Source: an optimization exercise on an open RTL-to-GDS flow (aim: small area and a short achievable clock period). Production flows keep margins and buffers that such runs may drop.
Only simulation tests tie the RTL to the original design; equivalence was not proved.
Power figures rest on the tool's default switching activity, not on a simulated workload.

[design/flow/design.v]
module TwistPE (
     input  logic               clk_i
    ,input  logic               reset_i
    ,input  logic signed [7:0]  in_weight_i
    ,input  logic               in_rise_i       
    ,input  logic signed [7:0]  in_ifmap_i
    ,input  logic        [31:0] in_psum_i
    ,output logic        [31:0] out_psum_o
    ,input  logic               in_propagate_i
    ,input  logic               in_valid_i
);
    logic signed [7:0] buffer1_r, buffer2_r;
    always_ff @(posedge clk_i) begin
        if (reset_i) begin
            buffer1_r <= '0;
            buffer2_r <= '0;
        end else if (in_valid_i & in_rise_i) begin
            if (in_propagate_i) buffer1_r <= in_weight_i;
            else                buffer2_r <= in_weight_i;
        end
    end
    logic signed [7:0] weight_sel;
    assign weight_sel = in_propagate_i ? buffer2_r : buffer1_r;
    TwistMac u_mac (
         .a_i (in_ifmap_i)
        ,.w_i (weight_sel)
        ,.s_i (in_psum_i)
        ,.o_o (out_psum_o)
    );
endmodule
module TwistMac (
    input  logic [7:0]  a_i
   ,input  logic [7:0]  w_i
   ,input  logic [31:0] s_i
   ,output logic [31:0] o_o
);
    wire n0, n1, n2, n3, n4, n5, n6, n7, n8, n9, n10, n11, n12, n13, n14, n15;
    wire n16, n17, n18, n19, n20, n21, n22, n23, n24, n25, n26, n27, n28, n29, n30, n31;
    wire n32, n33, n34, n35, n36, n37, n38, n39, n40, n41, n42, n43, n44, n45, n46, n47;
    wire n48, n49, n50, n51, n52, n53, n54, n55, n56, n57, n58, n59, n60, n61, n62, n63;
    wire n64, n65, n66, n67, n68, n69, n70, n71, n72, n73, n74, n75, n76, n77, n78, n79;
    wire n80, n81, n82, n83, n84, n85, n86, n87, n88, n89, n90, n91, n92, n93, n94, n95;
    wire n96, n97, n98, n99, n100, n101, n102, n103, n104, n105, n106, n107, n108, n109, n110, n111;
    wire n112, n113, n114, n115, n116, n117, n118, n119, n120, n121, n122, n123, n124, n125, n126, n127;
    wire n128, n129, n130, n131, n132, n133, n134, n135, n136, n137, n138, n139, n140, n141, n142, n143;
    wire n144, n145, n146, n147, n148, n149, n150, n151, n152, n153, n154, n155, n156, n157, n158, n159;
    wire n160, n161, n162, n163, n164, n165, n166, n167, n168, n169, n170, n171, n172, n173, n174, n175;
    wire n176, n177, n178, n179, n180, n181, n182, n183, n184, n185, n186, n187, n188, n189, n190, n191;
    wire n192, n193, n194, n195, n196, n197, n198, n199, n200, n201, n202, n203, n204, n205, n206, n207;
    wire n208, n209, n210, n211, n212, n213, n214, n215, n216, n217, n218, n219, n220, n221, n222, n223;
    wire n224, n225, n226, n227, n228, n229, n230, n231, n232, n233, n234, n235, n236, n237, n238, n239;
    wire n240, n241, n242, n243, n244, n245, n246, n247, n248, n249, n250, n251, n252, n253, n254, n255;
    wire n256, n257, n258, n259, n260, n261, n262, n263, n264, n265, n266, n267, n268, n269, n270, n271;
    wire n272, n273, n274, n275, n276, n277, n278, n279, n280, n281, n282, n283, n284;
    assign n0 = (a_i[0] & w_i[5]) ^ (a_i[1] & w_i[4]);
    assign n1 = (a_i[0] & w_i[5]) & (a_i[1] & w_i[4]);
    assign n2 = (a_i[0] & w_i[6]) ^ (a_i[1] & w_i[5]) ^ (a_i[2] & w_i[4]);
    assign n3 = ((a_i[0] & w_i[6]) & (a_i[1] & w_i[5])) | ((a_i[0] & w_i[6]) & (a_i[2] & w_i[4])) | ((a_i[1] & w_i[5]) & (a_i[2] & w_i[4]));
    assign n4 = (a_i[3] & w_i[3]) ^ (a_i[4] & w_i[2]);
    assign n5 = (a_i[3] & w_i[3]) & (a_i[4] & w_i[2]);
    assign n6 = ~(a_i[0] & w_i[7]) ^ (a_i[1] & w_i[6]) ^ (a_i[2] & w_i[5]);
    assign n7 = (~(a_i[0] & w_i[7]) & (a_i[1] & w_i[6])) | (~(a_i[0] & w_i[7]) & (a_i[2] & w_i[5])) | ((a_i[1] & w_i[6]) & (a_i[2] & w_i[5]));
    assign n8 = (a_i[3] & w_i[4]) ^ (a_i[4] & w_i[3]) ^ (a_i[5] & w_i[2]);
    assign n9 = ((a_i[3] & w_i[4]) & (a_i[4] & w_i[3])) | ((a_i[3] & w_i[4]) & (a_i[5] & w_i[2])) | ((a_i[4] & w_i[3]) & (a_i[5] & w_i[2]));
    assign n10 = (a_i[6] & w_i[1]) ^ ~(a_i[7] & w_i[0]);
    assign n11 = (a_i[6] & w_i[1]) & ~(a_i[7] & w_i[0]);
    assign n12 = ~(a_i[1] & w_i[7]) ^ (a_i[2] & w_i[6]) ^ (a_i[3] & w_i[5]);
    assign n13 = (~(a_i[1] & w_i[7]) & (a_i[2] & w_i[6])) | (~(a_i[1] & w_i[7]) & (a_i[3] & w_i[5])) | ((a_i[2] & w_i[6]) & (a_i[3] & w_i[5]));
    assign n14 = (a_i[4] & w_i[4]) ^ (a_i[5] & w_i[3]) ^ (a_i[6] & w_i[2]);
    assign n15 = ((a_i[4] & w_i[4]) & (a_i[5] & w_i[3])) | ((a_i[4] & w_i[4]) & (a_i[6] & w_i[2])) | ((a_i[5] & w_i[3]) & (a_i[6] & w_i[2]));
    assign n16 = ~(a_i[7] & w_i[1]) ^ s_i[8] ^ 1'b1;
    assign n17 = (~(a_i[7] & w_i[1]) & s_i[8]) | (~(a_i[7] & w_i[1]) & 1'b1) | (s_i[8] & 1'b1);
    assign n18 = ~(a_i[2] & w_i[7]) ^ (a_i[3] & w_i[6]) ^ (a_i[4] & w_i[5]);
    assign n19 = (~(a_i[2] & w_i[7]) & (a_i[3] & w_i[6])) | (~(a_i[2] & w_i[7]) & (a_i[4] & w_i[5])) | ((a_i[3] & w_i[6]) & (a_i[4] & w_i[5]));
    assign n20 = (a_i[5] & w_i[4]) ^ (a_i[6] & w_i[3]) ^ ~(a_i[7] & w_i[2]);
    assign n21 = ((a_i[5] & w_i[4]) & (a_i[6] & w_i[3])) | ((a_i[5] & w_i[4]) & ~(a_i[7] & w_i[2])) | ((a_i[6] & w_i[3]) & ~(a_i[7] & w_i[2]));
    assign n22 = ~(a_i[3] & w_i[7]) ^ (a_i[4] & w_i[6]) ^ (a_i[5] & w_i[5]);
    assign n23 = (~(a_i[3] & w_i[7]) & (a_i[4] & w_i[6])) | (~(a_i[3] & w_i[7]) & (a_i[5] & w_i[5])) | ((a_i[4] & w_i[6]) & (a_i[5] & w_i[5]));
    assign n24 = (a_i[0] & w_i[3]) ^ (a_i[1] & w_i[2]);
    assign n25 = (a_i[0] & w_i[3]) & (a_i[1] & w_i[2]);
    assign n26 = (a_i[0] & w_i[4]) ^ (a_i[1] & w_i[3]) ^ (a_i[2] & w_i[2]);
    assign n27 = ((a_i[0] & w_i[4]) & (a_i[1] & w_i[3])) | ((a_i[0] & w_i[4]) & (a_i[2] & w_i[2])) | ((a_i[1] & w_i[3]) & (a_i[2] & w_i[2]));
    assign n28 = (a_i[3] & w_i[1]) ^ (a_i[4] & w_i[0]);
    assign n29 = (a_i[3] & w_i[1]) & (a_i[4] & w_i[0]);
    assign n30 = (a_i[2] & w_i[3]) ^ (a_i[3] & w_i[2]) ^ (a_i[4] & w_i[1]);
    assign n31 = ((a_i[2] & w_i[3]) & (a_i[3] & w_i[2])) | ((a_i[2] & w_i[3]) & (a_i[4] & w_i[1])) | ((a_i[3] & w_i[2]) & (a_i[4] & w_i[1]));
    assign n32 = (a_i[5] & w_i[0]) ^ s_i[5] ^ n0;
    assign n33 = ((a_i[5] & w_i[0]) & s_i[5]) | ((a_i[5] & w_i[0]) & n0) | (s_i[5] & n0);
    assign n34 = (a_i[5] & w_i[1]) ^ (a_i[6] & w_i[0]) ^ s_i[6];
    assign n35 = ((a_i[5] & w_i[1]) & (a_i[6] & w_i[0])) | ((a_i[5] & w_i[1]) & s_i[6]) | ((a_i[6] & w_i[0]) & s_i[6]);
    assign n36 = n1 ^ n2 ^ n4;
    assign n37 = (n1 & n2) | (n1 & n4) | (n2 & n4);
    assign n38 = s_i[7] ^ n3 ^ n5;
    assign n39 = (s_i[7] & n3) | (s_i[7] & n5) | (n3 & n5);
    assign n40 = n6 ^ n8 ^ n10;
    assign n41 = (n6 & n8) | (n6 & n10) | (n8 & n10);
    assign n42 = n7 ^ n9 ^ n11;
    assign n43 = (n7 & n9) | (n7 & n11) | (n9 & n11);
    assign n44 = n12 ^ n14 ^ n16;
    assign n45 = (n12 & n14) | (n12 & n16) | (n14 & n16);
    assign n46 = s_i[9] ^ n13 ^ n15;
    assign n47 = (s_i[9] & n13) | (s_i[9] & n15) | (n13 & n15);
    assign n48 = n17 ^ n18 ^ n20;
    assign n49 = (n17 & n18) | (n17 & n20) | (n18 & n20);
    assign n50 = (a_i[6] & w_i[4]) ^ ~(a_i[7] & w_i[3]) ^ s_i[10];
    assign n51 = ((a_i[6] & w_i[4]) & ~(a_i[7] & w_i[3])) | ((a_i[6] & w_i[4]) & s_i[10]) | (~(a_i[7] & w_i[3]) & s_i[10]);
    assign n52 = n19 ^ n21 ^ n22;
    assign n53 = (n19 & n21) | (n19 & n22) | (n21 & n22);
    assign n54 = ~(a_i[4] & w_i[7]) ^ (a_i[5] & w_i[6]) ^ (a_i[6] & w_i[5]);
    assign n55 = (~(a_i[4] & w_i[7]) & (a_i[5] & w_i[6])) | (~(a_i[4] & w_i[7]) & (a_i[6] & w_i[5])) | ((a_i[5] & w_i[6]) & (a_i[6] & w_i[5]));
    assign n56 = ~(a_i[7] & w_i[4]) ^ s_i[11] ^ n23;
    assign n57 = (~(a_i[7] & w_i[4]) & s_i[11]) | (~(a_i[7] & w_i[4]) & n23) | (s_i[11] & n23);
    assign n58 = ~(a_i[5] & w_i[7]) ^ (a_i[6] & w_i[6]) ^ ~(a_i[7] & w_i[5]);
    assign n59 = (~(a_i[5] & w_i[7]) & (a_i[6] & w_i[6])) | (~(a_i[5] & w_i[7]) & ~(a_i[7] & w_i[5])) | ((a_i[6] & w_i[6]) & ~(a_i[7] & w_i[5]));
    assign n60 = (a_i[0] & w_i[2]) ^ (a_i[1] & w_i[1]);
    assign n61 = (a_i[0] & w_i[2]) & (a_i[1] & w_i[1]);
    assign n62 = (a_i[2] & w_i[1]) ^ (a_i[3] & w_i[0]) ^ s_i[3];
    assign n63 = ((a_i[2] & w_i[1]) & (a_i[3] & w_i[0])) | ((a_i[2] & w_i[1]) & s_i[3]) | ((a_i[3] & w_i[0]) & s_i[3]);
    assign n64 = s_i[4] ^ n25 ^ n26;
    assign n65 = (s_i[4] & n25) | (s_i[4] & n26) | (n25 & n26);
    assign n66 = n27 ^ n29 ^ n30;
    assign n67 = (n27 & n29) | (n27 & n30) | (n29 & n30);
    assign n68 = n31 ^ n33 ^ n34;
    assign n69 = (n31 & n33) | (n31 & n34) | (n33 & n34);
    assign n70 = n35 ^ n37 ^ n38;
    assign n71 = (n35 & n37) | (n35 & n38) | (n37 & n38);
    assign n72 = n39 ^ n41 ^ n42;
    assign n73 = (n39 & n41) | (n39 & n42) | (n41 & n42);
    assign n74 = n43 ^ n45 ^ n46;
    assign n75 = (n43 & n45) | (n43 & n46) | (n45 & n46);
    assign n76 = n47 ^ n49 ^ n50;
    assign n77 = (n47 & n49) | (n47 & n50) | (n49 & n50);
    assign n78 = n51 ^ n53 ^ n54;
    assign n79 = (n51 & n53) | (n51 & n54) | (n53 & n54);
    assign n80 = s_i[12] ^ n55 ^ n57;
    assign n81 = (s_i[12] & n55) | (s_i[12] & n57) | (n55 & n57);
    assign n82 = ~(a_i[6] & w_i[7]) ^ ~(a_i[7] & w_i[6]) ^ s_i[13];
    assign n83 = (~(a_i[6] & w_i[7]) & ~(a_i[7] & w_i[6])) | (~(a_i[6] & w_i[7]) & s_i[13]) | (~(a_i[7] & w_i[6]) & s_i[13]);
    assign n84 = (a_i[0] & w_i[1]) ^ (a_i[1] & w_i[0]);
    assign n85 = (a_i[0] & w_i[1]) & (a_i[1] & w_i[0]);
    assign n86 = (a_i[2] & w_i[0]) ^ s_i[2] ^ n60;
    assign n87 = ((a_i[2] & w_i[0]) & s_i[2]) | ((a_i[2] & w_i[0]) & n60) | (s_i[2] & n60);
    assign n88 = n24 ^ n61 ^ n62;
    assign n89 = (n24 & n61) | (n24 & n62) | (n61 & n62);
    assign n90 = n28 ^ n63 ^ n64;
    assign n91 = (n28 & n63) | (n28 & n64) | (n63 & n64);
    assign n92 = n32 ^ n65 ^ n66;
    assign n93 = (n32 & n65) | (n32 & n66) | (n65 & n66);
    assign n94 = n36 ^ n67 ^ n68;
    assign n95 = (n36 & n67) | (n36 & n68) | (n67 & n68);
    assign n96 = n40 ^ n69 ^ n70;
    assign n97 = (n40 & n69) | (n40 & n70) | (n69 & n70);
    assign n98 = n44 ^ n71 ^ n72;
    assign n99 = (n44 & n71) | (n44 & n72) | (n71 & n72);
    assign n100 = n48 ^ n73 ^ n74;
    assign n101 = (n48 & n73) | (n48 & n74) | (n73 & n74);
    assign n102 = n52 ^ n75 ^ n76;
    assign n103 = (n52 & n75) | (n52 & n76) | (n75 & n76);
    assign n104 = n56 ^ n77 ^ n78;
    assign n105 = (n56 & n77) | (n56 & n78) | (n77 & n78);
    assign n106 = n58 ^ n79 ^ n80;
    assign n107 = (n58 & n79) | (n58 & n80) | (n79 & n80);
    assign n108 = n59 ^ n81 ^ n82;
    assign n109 = (n59 & n81) | (n59 & n82) | (n81 & n82);
    assign n110 = (a_i[7] & w_i[7]) ^ s_i[14] ^ n83;
    assign n111 = ((a_i[7] & w_i[7]) & s_i[14]) | ((a_i[7] & w_i[7]) & n83) | (s_i[14] & n83);
    assign n112 = s_i[15] ^ 1'b1;
    assign n113 = s_i[15] & 1'b1;
    assign n114 = (a_i[0] & w_i[0]) & s_i[0];
    assign n115 = s_i[1] & n84;
    assign n116 = n85 & n86;
    assign n117 = n87 & n88;
    assign n118 = n89 & n90;
    assign n119 = n91 & n92;
    assign n120 = n93 & n94;
    assign n121 = n95 & n96;
    assign n122 = n97 & n98;
    assign n123 = n99 & n100;
    assign n124 = n101 & n102;
    assign n125 = n103 & n104;
    assign n126 = n105 & n106;
    assign n127 = n107 & n108;
    assign n128 = n109 & n110;
    assign n129 = n111 & n112;
    assign n130 = n113 & 1'b0;
    assign n131 = 1'b0 & 1'b0;
    assign n132 = (a_i[0] & w_i[0]) ^ s_i[0];
    assign n133 = s_i[1] ^ n84;
    assign n134 = n85 ^ n86;
    assign n135 = n87 ^ n88;
    assign n136 = n89 ^ n90;
    assign n137 = n91 ^ n92;
    assign n138 = n93 ^ n94;
    assign n139 = n95 ^ n96;
    assign n140 = n97 ^ n98;
    assign n141 = n99 ^ n100;
    assign n142 = n101 ^ n102;
    assign n143 = n103 ^ n104;
    assign n144 = n105 ^ n106;
    assign n145 = n107 ^ n108;
    assign n146 = n109 ^ n110;
    assign n147 = n111 ^ n112;
    assign n148 = n113 ^ 1'b0;
    assign n149 = 1'b0 ^ 1'b0;
    assign n150 = n115 | (n133 & n114);
    assign n151 = n133 & n132;
    assign n152 = n116 | (n134 & n115);
    assign n153 = n134 & n133;
    assign n154 = n117 | (n135 & n116);
    assign n155 = n135 & n134;
    assign n156 = n118 | (n136 & n117);
    assign n157 = n136 & n135;
    assign n158 = n119 | (n137 & n118);
    assign n159 = n137 & n136;
    assign n160 = n120 | (n138 & n119);
    assign n161 = n138 & n137;
    assign n162 = n121 | (n139 & n120);
    assign n163 = n139 & n138;
    assign n164 = n122 | (n140 & n121);
    assign n165 = n140 & n139;
    assign n166 = n123 | (n141 & n122);
    assign n167 = n141 & n140;
    assign n168 = n124 | (n142 & n123);
    assign n169 = n142 & n141;
    assign n170 = n125 | (n143 & n124);
    assign n171 = n143 & n142;
    assign n172 = n126 | (n144 & n125);
    assign n173 = n144 & n143;
    assign n174 = n127 | (n145 & n126);
    assign n175 = n145 & n144;
    assign n176 = n128 | (n146 & n127);
    assign n177 = n146 & n145;
    assign n178 = n129 | (n147 & n128);
    assign n179 = n147 & n146;
    assign n180 = n130 | (n148 & n129);
    assign n181 = n148 & n147;
    assign n182 = n131 | (n149 & n130);
    assign n183 = n149 & n148;
    assign n184 = n152 | (n153 & n114);
    assign n185 = n153 & n132;
    assign n186 = n154 | (n155 & n150);
    assign n187 = n155 & n151;
    assign n188 = n156 | (n157 & n152);
    assign n189 = n157 & n153;
    assign n190 = n158 | (n159 & n154);
    assign n191 = n159 & n155;
    assign n192 = n160 | (n161 & n156);
    assign n193 = n161 & n157;
    assign n194 = n162 | (n163 & n158);
    assign n195 = n163 & n159;
    assign n196 = n164 | (n165 & n160);
    assign n197 = n165 & n161;
    assign n198 = n166 | (n167 & n162);
    assign n199 = n167 & n163;
    assign n200 = n168 | (n169 & n164);
    assign n201 = n169 & n165;
    assign n202 = n170 | (n171 & n166);
    assign n203 = n171 & n167;
    assign n204 = n172 | (n173 & n168);
    assign n205 = n173 & n169;
    assign n206 = n174 | (n175 & n170);
    assign n207 = n175 & n171;
    assign n208 = n176 | (n177 & n172);
    assign n209 = n177 & n173;
    assign n210 = n178 | (n179 & n174);
    assign n211 = n179 & n175;
    assign n212 = n180 | (n181 & n176);
    assign n213 = n181 & n177;
    assign n214 = n182 | (n183 & n178);
    assign n215 = n183 & n179;
    assign n216 = n188 | (n189 & n114);
    assign n217 = n189 & n132;
    assign n218 = n190 | (n191 & n150);
    assign n219 = n191 & n151;
    assign n220 = n192 | (n193 & n184);
    assign n221 = n193 & n185;
    assign n222 = n194 | (n195 & n186);
    assign n223 = n195 & n187;
    assign n224 = n196 | (n197 & n188);
    assign n225 = n197 & n189;
    assign n226 = n198 | (n199 & n190);
    assign n227 = n199 & n191;
    assign n228 = n200 | (n201 & n192);
    assign n229 = n201 & n193;
    assign n230 = n202 | (n203 & n194);
    assign n231 = n203 & n195;
    assign n232 = n204 | (n205 & n196);
    assign n233 = n205 & n197;
    assign n234 = n206 | (n207 & n198);
    assign n235 = n207 & n199;
    assign n236 = n208 | (n209 & n200);
    assign n237 = n209 & n201;
    assign n238 = n210 | (n211 & n202);
    assign n239 = n211 & n203;
    assign n240 = n212 | (n213 & n204);
    assign n241 = n213 & n205;
    assign n242 = n214 | (n215 & n206);
    assign n243 = n215 & n207;
    assign n244 = n224 | (n225 & n114);
    assign n245 = n225 & n132;
    assign n246 = n226 | (n227 & n150);
    assign n247 = n227 & n151;
    assign n248 = n228 | (n229 & n184);
    assign n249 = n229 & n185;
    assign n250 = n230 | (n231 & n186);
    assign n251 = n231 & n187;
    assign n252 = n232 | (n233 & n216);
    assign n253 = n233 & n217;
    assign n254 = n234 | (n235 & n218);
    assign n255 = n235 & n219;
    assign n256 = n236 | (n237 & n220);
    assign n257 = n237 & n221;
    assign n258 = n238 | (n239 & n222);
    assign n259 = n239 & n223;
    assign n260 = n240 | (n241 & n224);
    assign n261 = n241 & n225;
    assign n262 = n242 | (n243 & n226);
    assign n263 = n243 & n227;
    assign n264 = n260 | (n261 & n114);
    assign n265 = n261 & n132;
    assign n266 = n262 | (n263 & n150);
    assign n267 = n263 & n151;
    assign n268 = n133 ^ n114;
    assign n269 = n134 ^ n150;
    assign n270 = n135 ^ n184;
    assign n271 = n136 ^ n186;
    assign n272 = n137 ^ n216;
    assign n273 = n138 ^ n218;
    assign n274 = n139 ^ n220;
    assign n275 = n140 ^ n222;
    assign n276 = n141 ^ n244;
    assign n277 = n142 ^ n246;
    assign n278 = n143 ^ n248;
    assign n279 = n144 ^ n250;
    assign n280 = n145 ^ n252;
    assign n281 = n146 ^ n254;
    assign n282 = n147 ^ n256;
    assign n283 = n148 ^ n258;
    assign n284 = n149 ^ n264;
    wire [17:0] t = {n284, n283, n282, n281, n280, n279, n278, n277, n276, n275, n274, n273, n272, n271, n270, n269, n268, n132};
    wire inc = t[17];
    wire dec = ~t[17] & ~t[16];
    wire [15:0] ones, zeros;
    assign ones[0] = 1'b1;
    assign zeros[0] = 1'b1;
    assign ones[1] = ones[0] & s_i[16];
    assign zeros[1] = zeros[0] & ~s_i[16];
    assign ones[2] = ones[1] & s_i[17];
    assign zeros[2] = zeros[1] & ~s_i[17];
    assign ones[3] = ones[2] & s_i[18];
    assign zeros[3] = zeros[2] & ~s_i[18];
    assign ones[4] = ones[3] & s_i[19];
    assign zeros[4] = zeros[3] & ~s_i[19];
    assign ones[5] = ones[4] & s_i[20];
    assign zeros[5] = zeros[4] & ~s_i[20];
    assign ones[6] = ones[5] & s_i[21];
    assign zeros[6] = zeros[5] & ~s_i[21];
    assign ones[7] = ones[6] & s_i[22];
    assign zeros[7] = zeros[6] & ~s_i[22];
    assign ones[8] = ones[7] & s_i[23];
    assign zeros[8] = zeros[7] & ~s_i[23];
    assign ones[9] = ones[8] & s_i[24];
    assign zeros[9] = zeros[8] & ~s_i[24];
    assign ones[10] = ones[9] & s_i[25];
    assign zeros[10] = zeros[9] & ~s_i[25];
    assign ones[11] = ones[10] & s_i[26];
    assign zeros[11] = zeros[10] & ~s_i[26];
    assign ones[12] = ones[11] & s_i[27];
    assign zeros[12] = zeros[11] & ~s_i[27];
    assign ones[13] = ones[12] & s_i[28];
    assign zeros[13] = zeros[12] & ~s_i[28];
    assign ones[14] = ones[13] & s_i[29];
    assign zeros[14] = zeros[13] & ~s_i[29];
    assign ones[15] = ones[14] & s_i[30];
    assign zeros[15] = zeros[14] & ~s_i[30];
    wire [15:0] hi = s_i[31:16] ^ (({16{inc}} & ones) | ({16{dec}} & zeros));
    wire pos_ovf = inc & ones[15] & ~s_i[31];
    wire neg_ovf = dec & zeros[15] & s_i[31];
    assign o_o = pos_ovf ? 32'h7fff_ffff : neg_ovf ? 32'h8000_0000 : {hi, t[15:0]};
endmodule
module TwistMesh #(
     parameter N_p = 4
)(
     input  logic                    clk_i
    ,input  logic                    reset_i
    ,input  logic [N_p-1:0][7:0]     in_weight_i
    ,input  logic [N_p-1:0]          in_lock_i
    ,input  logic [N_p-1:0][7:0]     in_ifmap_i
    ,input  logic [N_p-1:0][31:0]    in_psum_i
    ,input  logic                    in_propagate_i
    ,input  logic                    in_valid_i
    ,input  logic                    in_last_i
    ,output logic [N_p-1:0][31:0]    out_psum_o
    ,output logic                    out_valid_o
    ,output logic                    out_last_o
);
    logic [N_p-1:1] valid_r, last_r;
    always_ff @(posedge clk_i) begin
        if (reset_i) begin
            valid_r <= '0;
            last_r  <= '0;
        end else begin
            valid_r <= {valid_r[N_p-2:1], in_valid_i};
            last_r  <= {last_r[N_p-2:1],  in_last_i};
        end
    end
    logic [N_p-1:0] col_valid;
    assign col_valid = {valid_r, in_valid_i};
    logic [N_p-1:0] lock_hist_r;
    always_ff @(posedge clk_i) begin
        if (reset_i)         lock_hist_r <= '0;
        else if (in_valid_i) lock_hist_r <= in_lock_i;
    end
    logic [N_p-1:1][N_p-1:0] rise_r;     
    logic [N_p-1:0][N_p-1:0] rise;
    assign rise = {rise_r, in_lock_i & ~lock_hist_r};
    always_ff @(posedge clk_i) rise_r <= rise[N_p-2:0];
    logic [N_p-1:1] prop_r;
    logic [N_p-1:0] prop;
    assign prop = {prop_r, in_propagate_i};
    always_ff @(posedge clk_i) prop_r <= prop[N_p-2:0];
    logic [N_p-1:0][N_p-1:1][7:0]  weight_r;    
    logic [N_p-1:0][N_p-1:1][7:0]  ifmap_r;
    logic [N_p-1:0][N_p-1:1][31:0] psum_r;
    logic [N_p-1:0][N_p-1:0][7:0]  weight;
    logic [N_p-1:0][N_p-1:0][7:0]  ifmap;
    logic [N_p-1:0][N_p-1:0][31:0] psum_in;
    logic [N_p-1:0][N_p-1:0][31:0] psum_out;
    for (genvar r = 0; r < N_p; r++) begin : g_row
        assign weight[r]  = {weight_r[r], in_weight_i[r]};
        assign ifmap[r]   = {ifmap_r[r],  in_ifmap_i[r]};
        assign psum_in[r] = {psum_r[r],   in_psum_i[r]};
        for (genvar c = 1; c < N_p; c++) begin : g_pipe
            always_ff @(posedge clk_i) begin
                weight_r[r][c] <= weight[r][c-1];
                ifmap_r[r][c]  <= ifmap[(r+1)%N_p][c-1];
                psum_r[r][c]   <= psum_out[r][c-1];
            end
        end
        for (genvar c = 0; c < N_p; c++) begin : g_col
            TwistPE u_pe (
                 .clk_i          (clk_i)
                ,.reset_i        (reset_i)
                ,.in_weight_i    (weight[r][c])
                ,.in_rise_i      (rise[c][(r+c)%N_p])
                ,.in_ifmap_i     (ifmap[r][c])
                ,.in_psum_i      (psum_in[r][c])
                ,.out_psum_o     (psum_out[r][c])
                ,.in_propagate_i (prop[c])
                ,.in_valid_i     (col_valid[c])
            );
        end
        assign out_psum_o[r] = psum_out[r][N_p-1];
    end
    assign out_valid_o = valid_r[N_p-1];
    assign out_last_o  = last_r[N_p-1];
endmodule
module twist_mesh_top #(
     parameter N_p = 4
)(
     input  logic                clk_i
    ,input  logic                reset_i
    ,input  logic [N_p*8-1:0]    in_weight_i
    ,input  logic [N_p-1:0]      in_lock_i
    ,input  logic [N_p*8-1:0]    in_ifmap_i
    ,input  logic [N_p*32-1:0]   in_psum_i
    ,input  logic                in_propagate_i
    ,input  logic                in_valid_i
    ,input  logic                in_last_i
    ,output logic [N_p*32-1:0]   out_psum_o
    ,output logic                out_valid_o
    ,output logic                out_last_o
);
    TwistMesh #(.N_p(N_p)) u_mesh (
         .clk_i          (clk_i)
        ,.reset_i        (reset_i)
        ,.in_weight_i    (in_weight_i)
        ,.in_lock_i      (in_lock_i)
        ,.in_ifmap_i     (in_ifmap_i)
        ,.in_psum_i      (in_psum_i)
        ,.in_propagate_i (in_propagate_i)
        ,.in_valid_i     (in_valid_i)
        ,.in_last_i      (in_last_i)
        ,.out_psum_o     (out_psum_o)
        ,.out_valid_o    (out_valid_o)
        ,.out_last_o     (out_last_o)
    );
endmodule
[design/flow/run.sh]
#!/bin/bash
# synth_recipe.tcl (not shown) runs the flow's synth.tcl, then flattens the netlist and writes it again
# the make line also repeats each setting of config.mk as NAME=value (left out here)
make -C /OpenROAD-flow-scripts/flow DESIGN_CONFIG=/design/flow/config.mk WORK_HOME=/design/flow/orfs CLKGATE_MAP_FILE= SYNTH_SCRIPT=/design/flow/synth_recipe.tcl finish
[design/flow/config.mk]
export PLATFORM = sky130hd
export DESIGN_NAME = twist_mesh_top
export DESIGN_NICKNAME = twist_mesh_top
export VERILOG_FILES = /design/flow/design.v
export SDC_FILE = /design/flow/constraint.sdc
export NUM_CORES = 4
export LEC_CHECK = 0
export CAP_MARGIN = 20
export CORE_MARGIN = 2
export CORE_UTILIZATION = 40
export SLEW_MARGIN = 20
[design/flow/constraint.sdc]
create_clock -name core_clock -period 11.0 [get_ports {clk_i}]
set_input_delay 2.2000 -clock core_clock [delete_from_list [all_inputs] [get_ports {clk_i}]]
set_output_delay 2.2000 -clock core_clock [all_outputs]
set_load 0.01 [all_outputs]
==> notes.md <==
* Outcome: finished clean
* Die area at roughly 180,000 um2
* Crit path max fanout at 28
* Via density at 5.32
* Register clock-pin slew on the reported worst setup and hold paths at approximately 0.06 ns
* Via count at around 57,000
* Min-delay worst type: register to register
* Antenna violations before repair at 34
* VDD IR max at 267 uV
* DRC violation count after routing at 0
* Worst-Skew Late Latency at just over 0.7 ns
* Hpwl dp at about 170,000 um
* Synth unique cells at around 90
* #FFs+latches synth at about 860
* Leak at 35.4 nW
* Sink Count at 857
* PD cells at ~240 nW/um2
* TritonCTS clock tree: yes
* Register-to-Register Path Depth at 18
* Type of origin of the critical path: register
* Final instance area at around 80,000 um2
* Wirelength, routed at approximately 200,000 um
* FF-to-FF End: u_mesh.psum_r[87]
* Register area share after synthesis at 0.241
* Max-cap violations at 0
* Mapped cell area at 71,300 um2
* Minimum clock period after layout at 10.27 ns
* Final Hold Fails at 0
* GR Overflow Total at 0
* Worst Hold Slack at ~0.41 ns
* Syn Nets at around 9,500
* Setup slack, reg-to-reg at approximately 3.2 ns
* FFs w/ async S/R, synth at 0
* Setup Fix Bufs, Post-CTS at 0
* Setup crit start: u_mesh.prop_r[3]
* Max Slew Vio Count at 0
* Die X at between 400 and 500 um
* Clk_skew at 0.0234 ns
* Crit path kind: register to output pin
* GP Congestion at a little under 0.9
* Post-route setup slack at around 0.73 ns
* CTS Buf Count at 95
* CTS H-tree lvls at 3
* Drt first pass iters at 5
* Final ANT Viol Nets at 0
* Core area at between 150,000 and 200,000 um2
* Height of the die at about 430 um
* Capturing element type of the critical path: output pin
* Vias in the first global route at between 50,000 and 60,000
* Total track usage at 0.222
* Starting DRT DRC Count at 3,862
* Maximum clock rate at ~0.097 GHz
* Root buffer cell: clkbuf_16
* Predominant post-synthesis flop cell: dfxtp_1
* Max Root-Sink Buffers at 3
* Layout cells sized above 1 at 0.0444
* Syn Inst Count at just over 8,000
* Setup TNS Final at 0 ns
* Tcrit/Tclk final at 0.933
* Slew @ Worst Pin at ~1.1 ns
* Worst Setup EP: out_psum_o[18]
* Routed len/inst at ~19 um
* Setup violations, final at 0
* Post-synth EDFFs at 0
* Crit path DAT at around 8.1 ns
* Final #Nets at 9,735
* Port buffer count at 330
* Rel. slew slack at 0.257
* # IOs at approximately 330
* Reg-to-reg startpoint: u_mesh.prop_r[2]
* RSZ-0062 raised after global routing: false
* Warnings from Yosys at 2
* Pin count of the biggest net entering global routing at approximately 100
* Hold path start: u_mesh.weight_r[73]
* Initial Util at 0.404
* First-pass GRT wire length at ~320,000 um
* Required time worst endpoint at 8.80 ns
* Avg Cell Area, Syn at 8.77 um2
* Placed cell area at 76,900 um2
* Post-CTS Hold Buffers at 0
* Area grow syn2layout at 12.6%
* Row Count at between 150 and 200
* Worst slack, placed at ~1.2 ns
* PostCTS Resize Cnt at 0
final cells by class:
cell class / count / area (um2)
Antenna cell: 10 / 25.0
Clock buffer: 120 / 2620
Clock inverter: 54 / 694
Fill cell: 17100 / 96300
Inverter: 899 / 3370
Multi-Input combinational cell: 6140 / 49900
Sequential cell: 857 / 17200
Tap cell: 2340 / 2930
Timing Repair Buffer: 357 / 3520
cell families (layout without fill, tap and decap cells):
kind of cell             Yosys count  after routing  share of synthesized area
flip-flops                       857            857                      0.241
adder cells (fa/ha/maj)         1184           1184                      0.290
AND/OR/NAND/NOR                 2845           2845                      0.195
buffers and inverters           1127           1430                     0.0598
AO/OA/AOI/OAI                   1418           1418                      0.121
XOR/XNOR                         335            335                     0.0412
other                              0             10                          0
multiplexers                     358            358                     0.0525
Yosys cell counts, types with 26 or more instances:
cell	instances	area share
and3_1	57	0.0050
o21bai_1	43	0.0045
and2_1	421	0.037
o211ai_1	41	0.0043
nor2b_1	172	0.015
mux2_2	117	0.018
xnor2_1	188	0.023
mux2i_1	240	0.034
nor3_1	124	0.0087
o21ai_0	452	0.032
nand4_1	55	0.0048
nor2_1	446	0.023
clkbuf_1	199	0.010
nand3_1	234	0.016
dfxtp_1	857	0.24
nor4_1	43	0.0038
ha_1	400	0.070
inv_1	899	0.047
or3_1	58	0.0051
a21oi_1	423	0.030
fa_1	784	0.22
xor2_1	147	0.018
nand2_1	1039	0.055
a21o_1	99	0.010
or2_2	26	0.0023
o21a_1	61	0.0064
a211oi_1	41	0.0043
a31oi_1	42	0.0037
nand2b_1	75	0.0066
how the worst min path moves through the flow:
stage                                to  depth (start not counted)  slack [ns]
floorplan             u_mesh.rise_r[10]                          0        0.33
global placement    u_mesh.weight_r[81]                          0        0.38
detailed placement  u_mesh.weight_r[81]                          0        0.39
CTS                 u_mesh.weight_r[81]                          0        0.39
global route        u_mesh.weight_r[81]                          0        0.40
finish              u_mesh.weight_r[81]                          0        0.41
routing by layer:
metal	GRT usage	up-vias	share of wire
met5	0	-	0
met4	0.0604	0	0.024
met3	0.0280	224	0.063
met2	0.348	1564	0.44
met1	0.322	28200	0.47
li1	-	27400	-
stage by stage:
stage / power [W] / std cells / util
6_report: 0.0191 / 10800 / 0.455
5_1_grt: 0.0207 / 10800 / 0.455
4_1_cts: 0.0191 / 10800 / 0.454
3_3_place_gp: 0.0155 / 10600 / 0.435
2_1_floorplan: 0.0118 / 8124 / -
3_5_place_dp: 0.0157 / 10600 / 0.435
worst max-delay path: stages (launching register included):
cell,delay (ns)
dfxtp_2,0.90
mux2_2,0.50
and2_1,0.20
fa_1,0.53
inv_1,0.05
fa_1,0.44
fa_1,0.53
fa_1,0.41
ha_1,0.39
nand2_1,0.09
o21ai_0,0.26
nor2_1,0.07
a21oi_1,0.29
a41o_1,0.43
nor4b_1,0.52
and3_1,0.35
nand2_1,0.43
and3_1,0.31
o21ai_0,0.07
clkdlybuf4s50_1,0.57
state kept, by name (all words and copies together) (netlist names), 4 cells and up:
name	cells
u_mesh.psum_r	384
u_mesh.g_row.g_col.u_pe.buffer1_r	128
u_mesh.g_row.g_col.u_pe.buffer2_r	128
u_mesh.ifmap_r	96
u_mesh.weight_r	96
u_mesh.rise_r	12
u_mesh.lock_hist_r	4
layout by cell type (no fill, tap or decap), types with 15 or more instances in the layout:
| cell | instances |
|---|---|
| nand2_1 | 1039 |
| inv_1 | 899 |
| dfxtp_1 | 855 |
| fa_1 | 784 |
| o21ai_0 | 452 |
| nor2_1 | 445 |
| a21oi_1 | 423 |
| and2_1 | 421 |
| ha_1 | 400 |
| clkdlybuf4s50_1 | 328 |
| mux2i_1 | 240 |
| nand3_1 | 234 |
| xnor2_1 | 188 |
| nor2b_1 | 170 |
| xor2_1 | 147 |
| nor3_1 | 122 |
| mux2_2 | 117 |
| a21o_1 | 99 |
| clkbuf_16 | 96 |
| nand2b_1 | 75 |
| o21a_1 | 61 |
| or3_1 | 58 |
| and3_1 | 57 |
| nand4_1 | 55 |
| o21bai_1 | 43 |
| nor4_1 | 42 |
| a31oi_1 | 42 |
| o211ai_1 | 41 |
| a211oi_1 | 40 |
| or2_2 | 26 |
| o31ai_1 | 24 |
| buf_4 | 24 |
| o22ai_1 | 22 |
| a211o_1 | 21 |
| or4_1 | 18 |
| clkbuf_8 | 15 |
power breakdown:
part	internal, W	switching, W	leakage [nW]
combinational	0.00503	0.00641	26.7
sequential	0.00370	0.000555	7.14
clock	0.00200	0.00138	1.59
total	0.0107	0.00834	35.4

-- separate check: timing with driven ports --
No port has a modelled driver above. Below, the same layout with a new extraction and two added sets of constraints. Step 1, drivers: a clkbuf_16 drives clk_i and a buf_2 each remaining input, both assumed. Step 2, shift: input delay + t, output delay - t, t = (earliest + latest rising clock arrival at the registers) / 2. This alone moves slack from input paths to output paths. Three values: ideal, step 1, step 2; two values: the first two.
shift t [ns]: 0.774
setup WS [ns]: 0.734 / 0.660 / 1.434
worst register clock-pin slew, ns: 0.07 / 0.07
worst slew at a driven data input, ns: 0.17
After both steps setup and hold are still met in this run. The setup slack of this run moves by -0.074 ns with the drivers and by +0.700 ns with both steps.
